Background: an optimization exercise with open tools, aiming at small area and a short achievable clock period. Do not read the settings as production practice.
No activity file was given, so power comes from the tool's default toggle rates.

==> module pre_norm, before the edit <==
module pre_norm(clk, rmode, add, opa, opb, opa_nan, opb_nan, fracta_out,
		fractb_out, exp_dn_out, sign, nan_sign, result_zero_sign,
		fasu_op);
input		clk;
input	[1:0]	rmode;
input		add;
input	[31:0]	opa, opb;
input		opa_nan, opb_nan;
output	[26:0]	fracta_out, fractb_out;
output	[7:0]	exp_dn_out;
output		sign;
output		nan_sign, result_zero_sign;
output		fasu_op;
reg	[26:0]	fracta_out, fractb_out;
reg	[7:0]	exp_dn_out;
reg		sign, fasu_op, nan_sign, result_zero_sign;
reg		signa_r, signb_r, nan_sign1_r;
wire		signa = opa[31];
wire		signb = opb[31];
wire	[7:0]	expa = opa[30:23];
wire	[7:0]	expb = opb[30:23];
wire	[22:0]	fracta = opa[22:0];
wire	[22:0]	fractb = opb[22:0];
wire		expa_nz = |expa;
wire		expb_nz = |expb;
wire		b_gt_a = opb[30:0] > opa[30:0];
wire		mag_eq = opb[30:0] == opa[30:0];
wire		add_d = add ^ signa ^ signb;	 
wire	[7:0]	ea = {expa[7:1], expa[0] | ~expa_nz};
wire	[7:0]	eb = {expb[7:1], expb[0] | ~expb_nz};
wire	[8:0]	d_ab = {1'b0, ea} - {1'b0, eb};
wire	[8:0]	d_ba = {1'b0, eb} - {1'b0, ea};
wire	[7:0]	exp_diff = d_ab[8] ? d_ba[7:0] : d_ab[7:0];
wire		diff_big = |exp_diff[7:5];
wire	[26:0]	small = b_gt_a ? {expa_nz, fracta, 3'b0} : {expb_nz, fractb, 3'b0};
wire	[26:0]	large = b_gt_a ? {expb_nz, fractb, 3'b0} : {expa_nz, fracta, 3'b0};
wire	[26:0]	small_sft = diff_big ? 27'h0 : small >> exp_diff[4:0];
wire	[31:0]	lowmask = ~(32'hffffffff << exp_diff[4:0]);
wire		sticky = diff_big ? |small : |(small & lowmask[26:0]);
always @(posedge clk) begin
	fracta_out <= large;
	fractb_out <= {small_sft[26:1], small_sft[0] | sticky};
	exp_dn_out <= (!add_d & mag_eq) ? 8'h0 : (b_gt_a ? expb : expa);
	sign       <= b_gt_a ? (signb ^ ~add) : signa;
	fasu_op    <= add_d;
end
always @(posedge clk) begin
	signa_r     <= signa;
	signb_r     <= signb;
	nan_sign1_r <= (fracta == fractb) ? (signa & signb) :
		       (fracta < fractb) ? signb : signa;
end
wire		add_r = fasu_op ^ signa_r ^ signb_r;
wire		rm3 = rmode == 2'd3;
always @(posedge clk) begin
	result_zero_sign <= ( add_r &  signa_r &  signb_r) |
			    (!add_r &  signa_r & !signb_r) |
			    ( add_r & (signa_r |  signb_r) & rm3) |
			    (!add_r & (signa_r == signb_r) & rm3);
	nan_sign <= (opa_nan & opb_nan) ? nan_sign1_r :
		    opb_nan ? signb_r : signa_r;
end
endmodule
==> flow/config.mk <==
export PLATFORM = sky130hd
export DESIGN_NAME = pre_norm
export DESIGN_NICKNAME = pre_norm
export VERILOG_FILES = /design/flow/design.v
export SDC_FILE = /design/flow/constraint.sdc
export NUM_CORES = 4
export LEC_CHECK = 0
export CAP_MARGIN = 20
export CORE_MARGIN = 2
export CORE_UTILIZATION = 40
export SETUP_SLACK_MARGIN = 0.3
export SLEW_MARGIN = 20
==> flow/constraint.sdc <==
create_clock -name core_clock -period 9.5 [get_ports {clk}]
set_input_delay 1.9000 -clock core_clock [delete_from_list [all_inputs] [get_ports {clk}]]
set_output_delay 1.9000 -clock core_clock [all_outputs]
set_load 0.01 [all_outputs]
run.sh (not shown) runs the stock make flow with config.mk's settings and CLKGATE_MAP_FILE= SYNTH_SCRIPT=/design/flow/synth_recipe.tcl, a recipe that flattens the netlist after the stock synthesis.
The starting point produced a clean layout.
Then changed:
--- a/flow/design.v
+++ b/flow/design.v
@@ -11,9 +11,9 @@
 output	[7:0]	exp_dn_out;
 output		sign;
 output		nan_sign, result_zero_sign;
 output		fasu_op;
-reg	[26:0]	fracta_out, fractb_out;
+reg	[26:0]	fracta_out;
 reg	[7:0]	exp_dn_out;
 reg		sign, fasu_op, nan_sign, result_zero_sign;
 reg		signa_r, signb_r, nan_sign1_r;
 wire		signa = opa[31];
@@ -32,20 +32,26 @@
 wire	[8:0]	d_ab = {1'b0, ea} - {1'b0, eb};
 wire	[8:0]	d_ba = {1'b0, eb} - {1'b0, ea};
 wire	[7:0]	exp_diff = d_ab[8] ? d_ba[7:0] : d_ab[7:0];
 wire		diff_big = |exp_diff[7:5];
-wire	[26:0]	small = b_gt_a ? {expa_nz, fracta, 3'b0} : {expb_nz, fractb, 3'b0};
-wire	[26:0]	large = b_gt_a ? {expb_nz, fractb, 3'b0} : {expa_nz, fracta, 3'b0};
-wire	[26:0]	small_sft = diff_big ? 27'h0 : small >> exp_diff[4:0];
-wire	[31:0]	lowmask = ~(32'hffffffff << exp_diff[4:0]);
-wire		sticky = diff_big ? |small : |(small & lowmask[26:0]);
+wire	[23:0]	small = b_gt_a ? {expa_nz, fracta} : {expb_nz, fractb};
+wire	[23:0]	large = b_gt_a ? {expb_nz, fractb} : {expa_nz, fracta};
+wire	[4:0]	shamt = diff_big ? 5'd31 : exp_diff[4:0];
+reg	[23:0]	small_r;
+reg	[4:0]	shamt_r;
 always @(posedge clk) begin
-	fracta_out <= large;
-	fractb_out <= {small_sft[26:1], small_sft[0] | sticky};
+	fracta_out <= {large, 3'b0};
+	small_r    <= small;
+	shamt_r    <= shamt;
 	exp_dn_out <= (!add_d & mag_eq) ? 8'h0 : (b_gt_a ? expb : expa);
 	sign       <= b_gt_a ? (signb ^ ~add) : signa;
 	fasu_op    <= add_d;
 end
+wire	[26:0]	small_f = {small_r, 3'b0};
+wire	[26:0]	small_sft = small_f >> shamt_r;
+wire	[31:0]	lowmask = ~(32'hffffffff << shamt_r);
+wire		sticky = |(small_f & lowmask[26:0]);
+assign fractb_out = {small_sft[26:1], small_sft[0] | sticky};
 always @(posedge clk) begin
 	signa_r     <= signa;
 	signb_r     <= signb;
 	nan_sign1_r <= (fracta == fractb) ? (signa & signb) :
=>
- The changed run went through all stages and came out clean
- sequential cell count climbs by 2
- sequential share of layout area climbs by 2.5 points
- global-route usage drops by 4.5 points
- cell count drops by about 17%
- setup slack is better by 1.2 ns
- worst hold slack is worse by 0.015 ns
- power drops by 9.6%
- via count drops by 21%
- core utilization climbs by 3.1 points
No run of this note included a check of the RTL's function; only the layout flow was run.

-- port drivers added, routing unchanged --
The results above use ideal ports. As a check the final layouts listed here were re-extracted and re-timed, cells and wires unchanged.
Step 1 assumes that a clkbuf_16 drives the clock port and a buf_2 every other input.
Step 2 adds t to the input delays and takes it off the output delays; t is the mean of the earliest and latest rising clock arrival at the registers after step 1. Input paths then give back, and output paths get back, about the clock's delay inside the block.
Slacks: no drivers / after step 1 / after step 2; pairs: no drivers / after step 1.
run	shift t [ns]	slack for setup (ns)	hold slack, ns	worst data-port slew with drivers (ns)	cell pins on the clock port's net
the first run	0.388	3.174 / 3.196 / 2.808	0.518 / 0.518 / 0.518	0.04	1
the second run	0.363	4.362 / 4.377 / 4.014	0.502 / 0.502 / 0.502	0.05	1
After both steps every run listed still meets setup and hold. For the first run, which loses most, drivers alone change the setup slack by +0.022 ns; drivers and shift together by -0.366 ns.
